Background: an optimization exercise with open tools, aiming at small area and a short achievable clock period. Do not read the settings as production practice. Only simulation tests tie the RTL to the original design; equivalence was not proved. Power figures rest on the tool's default switching activity, not on a simulated workload.

<file path="flow/design.v">
module ysyx_25030077_top(
  input         clock,
  input         reset,
  output [31:0] imem_addr,
  input  [31:0] imem_rdata,
  output [31:0] dmem_addr,
  output        dmem_ren,
  input  [31:0] dmem_rdata,
  output        dmem_wen,
  output [3:0]  dmem_wmask,
  output [31:0] dmem_wdata,
  output [4:0]  wb_rd,
  output [31:0] wb_data,
  output        ebreak,
  output        illegal
);
  wire [31:0] inst = imem_rdata;
  wire [6:0]  op   = inst[6:0];
  wire [2:0]  f3   = inst[14:12];
  wire [6:0]  f7   = inst[31:25];
  wire [4:0]  rd   = inst[11:7];
  wire [4:0]  rs1  = inst[19:15];
  wire [4:0]  rs2  = inst[24:20];
  wire op_imm   = op == 7'h13;
  wire op_reg   = op == 7'h33;
  wire op_lui   = op == 7'h37;
  wire op_auipc = op == 7'h17;
  wire op_jal   = op == 7'h6f;
  wire op_jalr  = op == 7'h67;
  wire op_br    = op == 7'h63;
  wire op_ld    = op == 7'h03;
  wire op_st    = op == 7'h23;
  wire op_sys   = op == 7'h73;
  wire sh_ok    = inst[31:26] == 6'h00 || (f3 == 3'd5 && inst[31:26] == 6'h10);
  wire imm_ok   = (f3 == 3'd1 || f3 == 3'd5) ? sh_ok : 1'b1;
  wire reg_ok   = (f3 == 3'd5) ? sh_ok :
                  (f3 == 3'd0) ? (f7 == 7'h00 || f7 == 7'h20) : (f7 == 7'h00);
  wire alu_i    = op_imm & imm_ok;
  wire alu_r    = op_reg & reg_ok;
  wire alu      = alu_i | alu_r;
  wire jalr     = op_jalr & (f3 == 3'd0);
  wire br       = op_br & (f3[2:1] != 2'b01);
  wire ld       = op_ld & (f3 != 3'd3) & (f3 != 3'd6) & (f3 != 3'd7);
  wire st       = op_st & (f3[2:1] != 2'b11) & (f3 != 3'd3) & ~f3[2];
  wire csr      = op_sys & (f3 == 3'd1 || f3 == 3'd2);
  wire is_ecall = inst == 32'h00000073;
  wire is_mret  = inst == 32'h30200073;
  wire is_ebrk  = inst == 32'h00100073;
  wire writes_rd = alu | op_lui | op_auipc | op_jal | jalr | ld | csr;
  wire legal     = writes_rd | br | st | is_ecall | is_mret | is_ebrk;
  assign ebreak  = is_ebrk;
  assign illegal = ~legal;
  assign wb_rd   = writes_rd ? rd : 5'd0;
  wire [31:0] imm_i = {{20{inst[31]}}, inst[31:20]};
  wire [31:0] imm_s = {{20{inst[31]}}, inst[31:25], inst[11:7]};
  wire [31:0] imm_b = {{20{inst[31]}}, inst[7], inst[30:25], inst[11:8], 1'b0};
  wire [31:0] imm_j = {{12{inst[31]}}, inst[19:12], inst[20], inst[30:21], 1'b0};
  wire [31:0] imm_u = {inst[31:12], 12'h000};
  reg  [31:0] pc;
  wire [31:0] rd_data;
  wire        rf_we = writes_rd & ~reset;
  wire [31:0] rf_wd = rd_data;    
  wire [32*32-1:0] rf;
  assign rf[31:0] = 32'h0;
  genvar gi;
  generate
    for (gi = 1; gi < 32; gi = gi + 1) begin : g_rf
      reg [31:0] r;
      wire en = reset | (rf_we & (rd == gi));
      always @(posedge clock) if (en) r <= rf_wd;
      assign rf[gi*32 +: 32] = r;
    end
  endgenerate
  reg [31:0] rs1_data, rs2_data;
  integer k;
  always @(*) begin
    rs1_data = 32'h0;
    rs2_data = 32'h0;
    for (k = 1; k < 32; k = k + 1) begin
      rs1_data = rs1_data | (rf[k*32 +: 32] & {32{rs1 == k}});
      rs2_data = rs2_data | (rf[k*32 +: 32] & {32{rs2 == k}});
    end
  end
  wire use_rs2 = op_reg | op_br;
  wire [31:0] opa = rs1_data;
  wire [31:0] opb = use_rs2 ? rs2_data : (op_st ? imm_s : imm_i);
  wire cmp_op = (f3 == 3'd2) | (f3 == 3'd3);
  wire inv    = op_br | ((op_reg | op_imm) & cmp_op) | (op_reg & (f3 == 3'd0) & inst[30]);
  wire [31:0] opbx = opb ^ {32{inv}};
  wire [33:0] sum_w = {1'b0, opa, 1'b1} + {1'b0, opbx, inv};
  wire [31:0] sum = sum_w[32:1];
  wire cout = sum_w[33];
  wire ltu = ~cout;
  wire lt  = (opa[31] ^ opb[31]) ? opa[31] : sum[31];
  wire [31:0] x_r = opa ^ opb;
  wire eq  = ~|x_r;
  wire shl = ~f3[2];
  function [31:0] rev32(input [31:0] v);
    integer j;
    for (j = 0; j < 32; j = j + 1) rev32[j] = v[31-j];
  endfunction
  wire [31:0] sh_in = shl ? rev32(opa) : opa;
  wire sh_fill = ~shl & inst[30] & opa[31];
  wire [63:0] sh_ext = {{32{sh_fill}}, sh_in};
  wire [31:0] sh_out = sh_ext >> opb[4:0];
  wire [31:0] pc4 = pc + 32'd4;
  wire [31:0] pc_imm = pc + (op_jal ? imm_j : op_br ? imm_b : imm_u);
  wire [31:0] ld_data = f3[1] ? dmem_rdata :
                        f3[0] ? {{16{~f3[2] & dmem_rdata[15]}}, dmem_rdata[15:0]} :
                                {{24{~f3[2] & dmem_rdata[7]}}, dmem_rdata[7:0]};
  reg [31:0] mstatus, mtvec, mepc, mcause;
  wire [11:0] caddr = inst[31:20];
  wire c_mstatus = caddr == 12'h300;
  wire c_mtvec   = caddr == 12'h305;
  wire c_mepc    = caddr == 12'h341;
  wire c_mcause  = caddr == 12'h342;
  wire [31:0] csr_rdata = ({32{c_mstatus}} & mstatus) | ({32{c_mtvec}} & mtvec) |
                          ({32{c_mepc}} & mepc) | ({32{c_mcause}} & mcause);
  wire [31:0] csr_wd = f3[0] ? rs1_data : (csr_rdata | rs1_data);
  wire [31:0] csr_wd_r = reset ? 32'h0 : csr_wd;
  wire csr_w = csr & ~reset;
  wire ecall_w = is_ecall & ~reset;
  always @(posedge clock) begin
    if (reset | (csr_w & c_mstatus)) mstatus <= csr_wd_r;
    if (reset | (csr_w & c_mtvec))   mtvec   <= csr_wd_r;
    if (reset | ecall_w | (csr_w & c_mepc))   mepc   <= ecall_w ? pc : csr_wd_r;
    if (reset | ecall_w | (csr_w & c_mcause)) mcause <= ecall_w ? 32'd11 : csr_wd_r;
  end
  wire nrst   = ~reset;
  wire s_add  = alu & (f3 == 3'd0);
  wire s_sll  = alu & (f3 == 3'd1);
  wire s_slt  = alu & (f3 == 3'd2);
  wire s_sltu = alu & (f3 == 3'd3);
  wire s_xor  = alu & (f3 == 3'd4);
  wire s_srl  = alu & (f3 == 3'd5);
  wire s_or   = alu & (f3 == 3'd6);
  wire s_and  = alu & (f3 == 3'd7);
  assign rd_data = ({32{s_add & nrst}}  & sum) |
                   ({32{s_sll & nrst}}  & rev32(sh_out)) |
                   ({32{s_srl & nrst}}  & sh_out) |
                   {31'h0, nrst & ((s_slt & lt) | (s_sltu & ltu))} |
                   ({32{s_xor & nrst}}  & x_r) |
                   ({32{s_or & nrst}}   & (opa | opb)) |
                   ({32{s_and & nrst}}  & (opa & opb)) |
                   ({32{op_lui & nrst}} & imm_u) |
                   ({32{op_auipc & nrst}} & pc_imm) |
                   ({32{(op_jal | jalr) & nrst}} & pc4) |
                   ({32{ld & nrst}}     & ld_data) |
                   ({32{csr & nrst}}    & csr_rdata);
  assign wb_data = rd_data;
  wire taken = f3[0] ^ (f3[2] ? (f3[1] ? ltu : lt) : eq);
  wire [31:0] npc = is_ecall ? mtvec :
                    is_mret  ? mepc :
                    is_ebrk  ? pc :
                    (op_jal | (br & taken)) ? pc_imm :
                    jalr ? {sum[31:1], 1'b0} : pc4;
  always @(posedge clock) begin
    if (reset) pc <= 32'h80000000;
    else pc <= npc;
  end
  assign imem_addr  = pc;
  assign dmem_addr  = sum;
  assign dmem_ren   = ld;
  assign dmem_wen   = st;
  assign dmem_wmask = {{2{st & f3[1]}}, st & (f3[1] | f3[0]), st};
  assign dmem_wdata = rs2_data;
endmodule
</file>
<file path="flow/flow/run.sh">
#!/bin/bash
# The standard ORFS layout (standard.sh), with the port buffers that
# buffer_ports inserts made plain sky130_fd_sc_hd__buf_1 cells; timing repair
# resizes the ones on critical paths as usual. make's full output goes to
# standard_make.log here; ORFS keeps each step's log under orfs/logs/.
set -euo pipefail
bash standard.sh "BUFFER_PORTS_ARGS=-buffer_cell sky130_fd_sc_hd__buf_1" finish > standard_make.log 2>&1
</file>
<file path="flow/standard.sh">
#!/bin/bash
# synth_recipe.tcl (not shown) runs the flow's synth.tcl, then flattens the netlist and writes it again
# the make line also repeats each setting of config.mk as NAME=value (left out here)
make -C /OpenROAD-flow-scripts/flow DESIGN_CONFIG=/design/flow/config.mk WORK_HOME=/design/flow/orfs CLKGATE_MAP_FILE= SYNTH_SCRIPT=/design/flow/synth_recipe.tcl "${@:-finish}"
</file>
<file path="flow/config.mk">
export PLATFORM = sky130hd
export DESIGN_NAME = ysyx_25030077_top
export DESIGN_NICKNAME = ysyx_25030077_top
export VERILOG_FILES = /design/flow/design.v
export SDC_FILE = /design/flow/constraint.sdc
export NUM_CORES = 4
export LEC_CHECK = 0
export CAP_MARGIN = 20
export CORE_MARGIN = 2
export CORE_UTILIZATION = 42
export CTS_CLUSTER_DIAMETER = 80
export CTS_CLUSTER_SIZE = 24
export PLACE_DENSITY = 0.52
export SETUP_SLACK_MARGIN = 5
export SLEW_MARGIN = 20
</file>
<file path="flow/constraint.sdc">
create_clock -name core_clock -period 17.0 [get_ports {clock}]
set_input_delay 3.4000 -clock core_clock [delete_from_list [all_inputs] [get_ports {clock}]]
set_output_delay 3.4000 -clock core_clock [all_outputs]
set_load 0.01 [all_outputs]
</file>
==> results by group, run 1 <==
GRT
  • Number of global-route vias before repair: 52543
  • GRT Resource Usage Total: 48.6%
  • Antenna violations before repair: 36
  • GR Overflow Total: 0
  • First-pass GRT wire length: 476 mm
  • Largest net degree at the start of global routing: 60

Worst setup path
  • CP delay by family, top: compound AO/OA/AOI/OAI gates
  • Worst r2r src: g_rf[21].r[1]
  • Instance count on the critical path: 29
  • CP Buf/Inv Count: 8
  • Crit-path most repeated cell: buf_12
  • Reg2Reg Setup Slack: 9.75 ns
  • Arrival @ worst endpoint: 9.04 ns
  • Reg-to-Reg End: pc[12]
  • Worst Setup Start Kind: primary input
  • Crit Path Category: primary input to output pin
  • Type of element capturing the critical path: output pin
  • Crit-path slowest cell: nor2_4
  • Max FO, Critical Path: 22
  • Reg2reg path depth: 19
  • CP Data Required Time: 13.60 ns
  • Delay of the slowest critical-path stage: 0.38 ns

Run status
  • Outcome: complete, no violations

Placed design
  • Inst Count DP: 7127
  • Hpwl dp: 228 mm
  • Gp weighted congestion: 1.06
  • Port-buffer cells: 206
  • Post-Place Setup Slack: 1.94 ns

Routing
  • Post-route ant nets: 0
  • Initial drt markers: 12340
  • Router iterations before antenna repair: 15
  • Post-detailed-route via-to-cell ratio: 7.59
  • Post-route DRC: 0
  • Drt wl/cell: 48.3 um
  • Final wirelength: 367 mm
  • Vias: 57644

Final layout
  • Synthesis-to-finish area growth: 21.1%
  • Fraction of layout cells with a size suffix above 1: 20.7%
  • Nets: 5831
  • Final cell count without fillers: 7595

Yosys
  • Cell area after synthesis: 59800 um^2
  • Mean post-synth cell area: 11.7 um^2
  • Synth async-reset ratio: 0%
  • Sequential area share after synthesis: 57.3%
  • Top cells by area, synth: edfxtp_1 (56%), a22oi_1 (11%), nand2_1 (3.3%)
  • Post-synth top area cell: edfxtp_1
  • Post-synth EDFFs: 1120
  • Area share of the largest cell type after synthesis: 56.3%
  • Warnings from Yosys: 1
  • Post-Synthesis Cells: 5118
  • Synthesis-stage register bit count: 1152
  • Most common cell in the synthesized netlist: edfxtp_1
  • Syn Nets: 5312
  • Netlist cell types: 98
  • Synth Flop Type: edfxtp_1
  • Commonest cells in the synthesized netlist: edfxtp_1 (1120), a22oi_1 (915), nand2_1 (525)

Floorplan
  • Die W: 381 um
  • Row cnt: 138
  • Starting density of the core: 42.3%
  • Die area: 145000 um^2
  • Die Ht: 381 um
  • Core Region: 141000 um^2
  • I/O pin cnt: 207

Hold path
  • Hold wc startpoint: mepc[18]
  • Worst hold path depth: 2
  • Endpoint, Worst Hold: pc[18]
  • Tightest Hold Check Type: flip-flop to flip-flop

Pwr
  • PD cells: 92.7 nW/um^2
  • Peak supply drop: 76.1 uV
  • Leakage: 27.4 nW

Timing
  • Slew HR: 17.4%
  • Final Hold Viols: 0
  • Fin crit share: 73.2%
  • Slew at the pin closest to its max-slew limit: 1.24 ns
  • Setup TNS Final: 0 ns
  • Slew Viols, Final: 0
  • Final setup vio count: 0
  • Crit path time final: 12.44 ns
  • Final worst slack: 4.56 ns
  • Worst-case clock skew: 0.0597 ns
  • RSZ-0062 raised after global routing: yes
  • Fmax achieved: 80.4 MHz

Clock tree
  • Worst-path clk slew: 0.10 ns
  • CTS H-tree depth: 3
  • Root Buffer: clkbuf_16
  • Clock sink count: 1152
  • CTS hold repair buffers: 0
  • CTS tree: yes
  • CTS Buf Count: 72
  • Worst skew pair latency: 0.75 ns
  • Clock Path Buffers: 3

Job
  • Max cap viols: 0
placed cells by master (no fill, tap or decap), types with 21 or more instances in the layout:
cell type / count
xnor2_1: 51
ha_1: 116
nor4_1: 39
buf_12: 58
nand2_2: 26
nor2_4: 62
nand3_1: 115
nand2b_1: 33
a222oi_1: 75
buf_1: 179
diode_2: 25
nand2_1: 482
edfxtp_1: 1120
and3_1: 46
clkbuf_16: 83
buf_6: 58
buf_4: 466
inv_1: 80
dfxtp_1: 32
nand4_1: 102
a21o_1: 78
o21ai_0: 95
nor2_1: 266
mux4_2: 30
a211oi_1: 21
xor2_1: 52
a221oi_1: 40
mux2i_1: 71
o21a_1: 37
a21oi_1: 151
nor3_1: 69
a22oi_1: 898
cell type report:
type	instances	area [um^2]
Fill cell	12319	69000
Antenna cell	25	62.6
Inverter	87	344
Sequential cell	1152	34300
Clock inverter	37	518
Timing Repair Buffer	810	6890
Tap cell	1890	2360
Multi-Input combinational cell	3514	26000
Clock buffer	80	1910
tightest hold or removal path, cell delays in order (launching register included):
cell      delay, ns
edfxtp_1       0.36
nand2_1        0.05
o211ai_1       0.08
logic make-up after synthesis:
family          share of synthesized area [%]
flops                                    57.3
compound gates                           20.8
simple gates                             11.5
xor+xnor                                 1.76
mux                                      2.84
fa+ha+maj                                2.69
buf+inv                                  3.03
worst max path at each step:
| stage | from | to | slack (ns) |
|---|---|---|---|
| floorplan | imem_rdata[24] | wb_data[23] | 5.01 |
| global placement | imem_rdata[20] | wb_data[22] | 2.10 |
| detailed placement | imem_rdata[20] | wb_data[22] | 1.94 |
| CTS | imem_rdata[21] | wb_data[30] | 4.62 |
| global route | imem_rdata[14] | wb_data[30] | 4.44 |
| finish | imem_rdata[21] | wb_data[30] | 4.56 |
metal layers:
| metal | global-route usage [%] | share of wire, % | up-vias |
|---|---|---|---|
| met3 | 21.3 | 16 | 2106 |
| met4 | 41.1 | 12 | 34 |
| li1 | - | - | 21477 |
| met2 | 68.1 | 40 | 6117 |
| met5 | 0 | 0.26 | - |
| met1 | 56.8 | 33 | 27910 |
where the power goes:
group | internal (mW) | switching, mW | total (mW)
sequential | 3.23 | 0.0870 | 3.32
combinational | 0.425 | 1.01 | 1.43
clock | 0.877 | 1.08 | 1.96
total | 4.53 | 2.17 | 6.71
state kept, by name (all words and copies together), names as in the netlist:
register and flops:
mcause 32, mstatus 32, pc 32, g_rf.r 992
mtvec 32, mepc 32
stage by stage:
stage                     util [%]  power [mW]  instance area (um^2)  hold WS (ns)
final                         51.2        6.71                 72400         0.523
after global routing          51.2        6.80                 72300         0.562
after CTS                     49.9        6.52                 70500         0.523
after detailed placement      45.6        4.49                 64400         0.503
after global placement        45.6        4.50                 64400         0.502
after floorplan                  -        3.83                 59800         0.456
what timing repair did:
action	in CTS	in global routing
buffers inserted	212	97
pin swaps	117	93
gates resized for setup	387	185
endpoints found under the setup margin	61	40
gates cloned	11	6
hold endpoints to repair	0	0
==> run 2: changes to the inputs <==
--- a/flow/config.mk
+++ b/flow/config.mk
@@ -9,5 +9,5 @@
 export CORE_MARGIN = 2
 export CORE_UTILIZATION = 42
-export CTS_CLUSTER_DIAMETER = 80
+export CTS_CLUSTER_DIAMETER = 90
 export CTS_CLUSTER_SIZE = 24
 export PLACE_DENSITY = 0.52
==> run 2 against run 1 <==
  * Global-route usage fell by 0.33 points
  * Largest cell class unchanged
  * Still clean on timing, DRC and antenna
  * Sequential share of layout area rose by 0.63 points
  * Critical path type unchanged
  * Die area did not move
==> results by group, run 2 <==
Run status
  • Outcome: complete, no violations

Clock tree
  • Clock Path Buffers: 3
  • Worst-path clk slew: 0.10 ns
  • CTS tree: yes
  • CTS hold repair buffers: 0
  • Clock sink count: 1152
  • CTS H-tree depth: 2
  • Worst skew pair latency: 0.74 ns
  • CTS Buf Count: 56
  • Root Buffer: clkbuf_16

Worst setup path
  • CP delay by family, top: compound AO/OA/AOI/OAI gates
  • CP Data Required Time: 13.60 ns
  • Reg-to-Reg End: pc[16]
  • Delay of the slowest critical-path stage: 0.57 ns
  • Type of element capturing the critical path: output pin
  • CP Buf/Inv Count: 11
  • Crit Path Category: primary input to output pin
  • Crit-path most repeated cell: buf_12
  • Max FO, Critical Path: 11
  • Worst Setup Start Kind: primary input
  • Reg2reg path depth: 19
  • Crit-path slowest cell: or4_4
  • Worst r2r src: g_rf[21].r[1]
  • Arrival @ worst endpoint: 9.04 ns
  • Reg2Reg Setup Slack: 9.88 ns

Routing
  • Final wirelength: 366 mm
  • Post-detailed-route via-to-cell ratio: 7.62
  • Router iterations before antenna repair: 13
  • Post-route DRC: 0
  • Post-route ant nets: 0
  • Drt wl/cell: 48.4 um
  • Initial drt markers: 12063
  • Vias: 57566

Timing
  • RSZ-0062 raised after global routing: yes
  • Worst-case clock skew: 0.0336 ns
  • Slew HR: 10.6%
  • Slew Viols, Final: 0
  • Fin crit share: 73.2%
  • Crit path time final: 12.44 ns
  • Final Hold Viols: 0
  • Fmax achieved: 80.4 MHz
  • Tightest hold margin: 0.525 ns
  • Setup TNS Final: 0 ns
  • Final setup vio count: 0
  • Slew at the pin closest to its max-slew limit: 1.34 ns

Floorplan
  • I/O pin cnt: 207
  • Die Ht: 381 um
  • Row cnt: 138
  • Core Region: 141000 um^2
  • Die area: 145000 um^2
  • Starting density of the core: 42.3%
  • Die W: 381 um

Final layout
  • Fraction of layout cells with a size suffix above 1: 19.7%
  • Reg with most FFs: g_rf.r
  • Most frequent cells in the layout: edfxtp_1 (1120), a22oi_1 (899), nand2_1 (489)
  • Most common cell after layout, fill and taps aside: edfxtp_1
  • Filler instances: 12422
  • Max reg flops: 992
  • Nets: 5801
  • Synthesis-to-finish area growth: 19.5%
  • Core Util, Final: 50.5%
  • Register area: 34300 um^2
  • Multi-input logic area: 26100 um^2
  • Final cell count without fillers: 7553

Hold path
  • Tightest Hold Check Type: flip-flop to flip-flop
  • Endpoint, Worst Hold: pc[18]
  • Hold wc startpoint: mepc[18]
  • Worst hold path depth: 2

Yosys
  • Top cells by area, synth: edfxtp_1 (56%), a22oi_1 (11%), nand2_1 (3.3%)
  • Post-synth top area cell: edfxtp_1
  • Commonest cells in the synthesized netlist: edfxtp_1 (1120), a22oi_1 (915), nand2_1 (525)
  • Most common cell in the synthesized netlist: edfxtp_1
  • Sequential area share after synthesis: 57.3%
  • Cell area after synthesis: 59800 um^2
  • Area share of the largest cell type after synthesis: 56.3%
  • Synthesis-stage register bit count: 1152
  • Post-synth EDFFs: 1120
  • Warnings from Yosys: 1
  • Syn Nets: 5312
  • Post-Synthesis Cells: 5118
  • Netlist cell types: 98
  • Synth async-reset ratio: 0%
  • Mean post-synth cell area: 11.7 um^2
  • Synth Flop Type: edfxtp_1

Pwr
  • PD cells: 88.2 nW/um^2
  • Leakage: 26.9 nW
  • Tot Pwr: 6.30 mW
  • Peak supply drop: 86.9 uV

GRT
  • Number of global-route vias before repair: 52303
  • First-pass GRT wire length: 474 mm
  • Largest net degree at the start of global routing: 60
  • Met3 global-route usage: 20.2%
  • Met2 Use GR: 68.2%
  • Busiest grt layer: met2
  • GR Overflow Total: 0
  • Antenna violations before repair: 36
  • GRT Resource Usage Total: 48.2%
  • GR Util met1: 56.6%

Job
  • Max cap viols: 0

Placed design
  • Port-buffer cells: 206
  • Hpwl dp: 228 mm
  • Inst Count DP: 7127
  • Gp weighted congestion: 1.06
run 2: changes by cell type in the layout (fill, tap and decap cells not counted), moves of 4 or more:
cell       change
clkbuf_16     -17
nand2_1        +7
inv_12         -5
clkinv_8       -7
diode_2       +11
buf_8          -4
buf_4         -13
clkbuf_1       +6
nand2_2        -4
buf_1          +4
run 2: final cells by class:
type / instances / area share [%]
clock inverter: 11 / 0.189
inverter: 87 / 0.476
tap: 1890 / 3.31
clock buffer: 67 / 2.05
antenna: 36 / 0.126
sequential: 1152 / 48.0
multi-input combinational: 3514 / 36.5
timing repair buffer: 796 / 9.38
run 2: tightest hold or removal path, stage by stage (launching register included):
cell and delay [ns]:
edfxtp_1 0.36, nand2_1 0.05, o211ai_1 0.08
run 2: where the power goes:
group | total, mW | internal (mW) | switching [mW]
sequential | 3.32 | 3.23 | 0.0870
clock | 1.57 | 0.635 | 0.940
combinational | 1.41 | 0.411 | 0.995
total | 6.30 | 4.28 | 2.02
run 2: logic make-up (layout without fill, tap and decap cells):
group / count (synthesis) / after routing / share of synthesized area [%]
and+or+nand+nor: 1451 / 1453 / 11.5
other: 0 / 36 / 0
xor gates and xnor gates: 120 / 120 / 1.76
adders and majority gates: 128 / 128 / 2.69
AOI/OAI and AO/OA: 1686 / 1686 / 20.8
muxes: 127 / 127 / 2.84
buffers and inverters: 454 / 961 / 3.03
DFF: 1152 / 1152 / 57.3
run 2: worst max-delay path by stage:
stage          depth (start not counted)      startpoint  slack [ns]           to
2_1_floorplan                         26  imem_rdata[24]        5.01  wb_data[23]
3_5_place_dp                          23  imem_rdata[20]        1.94  wb_data[22]
5_1_grt                               32  imem_rdata[24]        4.43  wb_data[30]
6_report                              32  imem_rdata[24]        4.56  wb_data[24]
4_1_cts                               32  imem_rdata[24]        4.72  wb_data[30]
3_3_place_gp                          23  imem_rdata[20]        2.10  wb_data[22]
run 2: through the flow:
stage	setup WS, ns	instance area, um^2
after floorplan	5.01	59800
after global routing	4.43	71400
after global placement	2.10	64400
after detailed placement	1.94	64400
final	4.56	71400
after CTS	4.72	69700
run 2: per-layer routing:
layer,up-vias,routed length (um)
li1,21391,-
met1,27904,120000
met2,6224,147000
met3,2025,56800
met4,22,41300
met5,-,624
run 2: repair_timing:
| item | 4_1_cts | 5_1_grt |
|---|---|---|
| setup endpoints to repair | 61 | 37 |
| pin swaps | 121 | 104 |
| gates resized for setup | 394 | 168 |
| gates cloned | 9 | 8 |
| setup buffers | 207 | 88 |
==> run 3: changes to the inputs <==
--- a/flow/config.mk
+++ b/flow/config.mk
@@ -8,8 +8,8 @@
 export CAP_MARGIN = 20
 export CORE_MARGIN = 2
-export CORE_UTILIZATION = 42
-export CTS_CLUSTER_DIAMETER = 90
+export CORE_UTILIZATION = 50
+export CTS_CLUSTER_DIAMETER = 70
 export CTS_CLUSTER_SIZE = 24
-export PLACE_DENSITY = 0.52
+export PLACE_DENSITY = 0.57
 export SETUP_SLACK_MARGIN = 5
 export SLEW_MARGIN = 20
==> run 3 against run 2 <==
  * Still clean
  * Count of clock-buffer cells in the layout up 13
  * Wire length down 4.7%
  * Via count up 1.9%
  * Global-route usage up 6.9 points
  * Design area up 0.64%
  * Area after synthesis unchanged
  * Power up 6.5%
  * Sequential power about the same
  * Hold slack worse by 0.0020 ns
  * Sequential share of layout area down 0.31 points
  * Clock power up 32%
  * Critical path type unchanged
  * Critical endpoint is now wb_data[28]
  * Largest cell class unchanged
  * Largest power group unchanged
==> results by group, run 3 <==
Pwr
  • Sw Ratio: 32.1%
  • P_int: 4.56 mW
  • Peak supply drop: 90.1 uV
  • Logic pwr share: 19.7%
  • Net Sw Power: 2.15 mW
  • Clock share of power: 30.9%
  • PD cells: 93.3 nW/um^2
  • Tot Pwr: 6.71 mW
  • Flop pwr share: 49.4%
  • Leakage: 27.3 nW

Clock tree
  • Clock Path Buffers: 3
  • Worst skew pair latency: 0.74 ns
  • Worst-path clk slew: 0.09 ns
  • CTS Buf Count: 77
  • Clock sink count: 1152
  • CTS H-tree depth: 3
  • Root Buffer: clkbuf_16
  • CTS hold repair buffers: 0
  • CTS tree: yes

Yosys
  • Post-synth EDFFs: 1120
  • Post-synth top area cell: edfxtp_1
  • Sequential area share after synthesis: 57.3%
  • Most common cell in the synthesized netlist: edfxtp_1
  • Mean post-synth cell area: 11.7 um^2
  • Synthesis-stage register bit count: 1152
  • Post-Synthesis Cells: 5118
  • Synth async-reset ratio: 0%
  • Area share of the largest cell type after synthesis: 56.3%
  • Netlist cell types: 98
  • Syn Nets: 5312
  • Warnings from Yosys: 1
  • Cell area after synthesis: 59800 um^2
  • Top cells by area, synth: edfxtp_1 (56%), a22oi_1 (11%), nand2_1 (3.3%)
  • Commonest cells in the synthesized netlist: edfxtp_1 (1120), a22oi_1 (915), nand2_1 (525)
  • Synth Flop Type: edfxtp_1

Routing
  • Post-route DRC: 0
  • Drt wl/cell: 48.2 um
  • Post-route ant nets: 0
  • Post-detailed-route via-to-cell ratio: 8.11
  • Final wirelength: 348 mm
  • Vias: 58669
  • Initial drt markers: 13950
  • Router iterations before antenna repair: 19

Timing
  • Slew HR: 13.5%
  • Crit path time final: 12.36 ns
  • Final setup vio count: 0
  • Slew at the pin closest to its max-slew limit: 1.30 ns
  • Fmax achieved: 80.9 MHz
  • Fin crit share: 72.7%
  • Final Hold Viols: 0
  • RSZ-0062 raised after global routing: yes
  • Slew Viols, Final: 0
  • Setup TNS Final: 0 ns
  • Worst-case clock skew: 0.0433 ns

Final layout
  • Post-route cell area: 71900 um^2
  • Multi-input logic area: 26000 um^2
  • Synthesis-to-finish area growth: 20.3%
  • Filler instances: 9373
  • Core Util, Final: 60.8%
  • Most frequent cells in the layout: edfxtp_1 (1120), a22oi_1 (899), nand2_1 (496)
  • Max reg flops: 992
  • Most common cell after layout, fill and taps aside: edfxtp_1
  • Nets: 5799
  • Register area: 34300 um^2
  • Fraction of layout cells with a size suffix above 1: 20.1%
  • Reg with most FFs: g_rf.r

Worst setup path
  • CP Data Required Time: 13.60 ns
  • Reg2reg path depth: 21
  • CP Buf/Inv Count: 9
  • Type of element capturing the critical path: output pin
  • Max FO, Critical Path: 32
  • Crit-path most repeated cell: buf_4
  • Delay of the slowest critical-path stage: 0.48 ns
  • CP delay by family, top: simple AND/OR/NAND/NOR gates
  • Reg-to-Reg End: pc[12]
  • Crit Path Category: primary input to output pin
  • Worst r2r src: g_rf[8].r[3]
  • Arrival @ worst endpoint: 8.96 ns
  • Reg2Reg Setup Slack: 9.91 ns
  • Crit-path slowest cell: ha_1
  • Worst Setup Start Kind: primary input

Hold path
  • Worst hold path depth: 2
  • Tightest Hold Check Type: flip-flop to flip-flop
  • Hold wc startpoint: mepc[18]
  • Endpoint, Worst Hold: pc[18]

Floorplan
  • Core Region: 118000 um^2
  • Die area: 122000 um^2
  • Row cnt: 126
  • Die Ht: 350 um
  • I/O pin cnt: 207
  • Starting density of the core: 50.6%
  • Die W: 350 um

GRT
  • Number of global-route vias before repair: 52796
  • GR Overflow Total: 0
  • GRT Resource Usage Total: 55.1%
  • Antenna violations before repair: 31
  • Largest net degree at the start of global routing: 70
  • First-pass GRT wire length: 454 mm

Placed design
  • Gp weighted congestion: 1.09
  • Hpwl dp: 208 mm
  • Port-buffer cells: 206
  • Placed Area: 63700 um^2

Job
  • Max cap viols: 0

Run status
  • Outcome: complete, no violations
-- run 3: kinds of logic (layout without fill, tap and decap cells) --
logic type      Yosys count  after routing  share of synthesized area [%]
other cells               0             36                              0
flops                  1152           1152                           57.3
buf+inv                 454            992                           3.03
compound gates         1686           1687                           20.8
xor+xnor                120            120                           1.76
fa+ha+maj               128            128                           2.69
simple gates           1451           1453                           11.5
mux                     127            127                           2.84
-- run 3: worst max path at each step --
| stage | to | start | depth (start not counted) | slack (ns) |
|---|---|---|---|---|
| finish | wb_data[28] | imem_rdata[24] | 28 | 4.64 |
| global placement | wb_data[30] | imem_rdata[20] | 26 | 2.18 |
| global route | wb_data[28] | imem_rdata[24] | 28 | 4.66 |
| CTS | wb_data[30] | imem_rdata[21] | 29 | 4.85 |
| floorplan | wb_data[23] | imem_rdata[24] | 26 | 5.01 |
| detailed placement | wb_data[30] | imem_rdata[20] | 26 | 2.07 |
-- run 3: what timing repair did --
| item | in CTS | in global routing |
|---|---|---|
| setup buffers | 215 | 78 |
| setup endpoints to repair | 63 | 32 |
| gates resized for setup | 323 | 210 |
| cloned | 14 | 7 |
| pin swaps | 114 | 114 |
-- run 3: cell type report --
class	instances	share of cell area, %
inverters	87	0.463
repair buffers	772	9.17
multi-input cells	3515	36.2
clock inverters	53	0.969
well taps	1536	2.67
flip-flops and latches	1152	47.7
diodes	36	0.125
clock buffers	80	2.73
-- run 3: worst register-to-register path, delay by kind of cell, from the launching register on --
| family | cells | cell delay [ns] |
|---|---|---|
| AO/OA/AOI/OAI | 8 | 1.74 |
| flip-flops | 1 | 0.43 |
| AND/OR/NAND/NOR | 8 | 3.09 |
| adder cells (fa/ha/maj) | 1 | 0.30 |
| multiplexers | 1 | 0.75 |
| buffers and inverters | 3 | 0.61 |
-- run 3: per-layer routing --
metal / up-vias / routed length (um) / GRT usage (%)
li1: 21435 / - / -
met1: 27723 / 108000 / 63.7
met2: 7069 / 134000 / 74.4
met3: 2425 / 62500 / 27.4
met4: 17 / 43400 / 50.1
met5: - / 361 / 1.02
-- run 3: power groups by stage --
stage	combinational [mW]	clock [mW]	sequential (mW)
floorplan	0.491	0	3.34
global placement	1.04	0	3.37
detailed placement	1.04	0	3.37
CTS	1.16	2.05	3.31
global route	1.30	2.16	3.32
finish	1.32	2.07	3.31
-- run 3: through the flow --
| step | worst slack [ns] | hold WS [ns] | cells |
|---|---|---|---|
| final | 4.64 | 0.523 | 7231 |
| after global routing | 4.66 | 0.572 | 7202 |
| after CTS | 4.85 | 0.523 | 7106 |
| after detailed placement | 2.07 | 0.502 | 6744 |
| after global placement | 2.18 | 0.496 | 6743 |
| after floorplan | 5.01 | 0.456 | 5118 |

==> afterwards: timing with drivers on the ports <==
No port has a modelled driver above. Below, the same layouts with a new extraction and two added sets of constraints.
Step 1, drivers: a clkbuf_16 drives clock and a buf_2 each remaining input, both assumed.
Step 2 moves the port delays by t, midway between the first and last clock arrival at a register: inputs arrive t later, outputs are due t later. That takes back most of the time a late clock gives input paths.
Slacks: no drivers / after step 1 / after step 2; pairs: no drivers / after step 1.
run	shift t [ns]	setup WS [ns]	hold WS [ns]	latest minus earliest clock arrival (ns)
run 1	0.802	4.556 / 4.504 / 4.504	0.523 / 0.523 / 0.523	0.060 / 0.060
run 2	0.808	4.558 / 4.514 / 4.514	0.525 / 0.525 / 0.525	0.034 / 0.034
run 3	0.792	4.641 / 4.537 / 4.537	0.523 / 0.523 / 0.523	0.043 / 0.043
After both steps setup and hold are still met in every run listed. The setup slack of run 3, which loses most, moves by -0.104 ns with the drivers and by -0.104 ns with both steps.
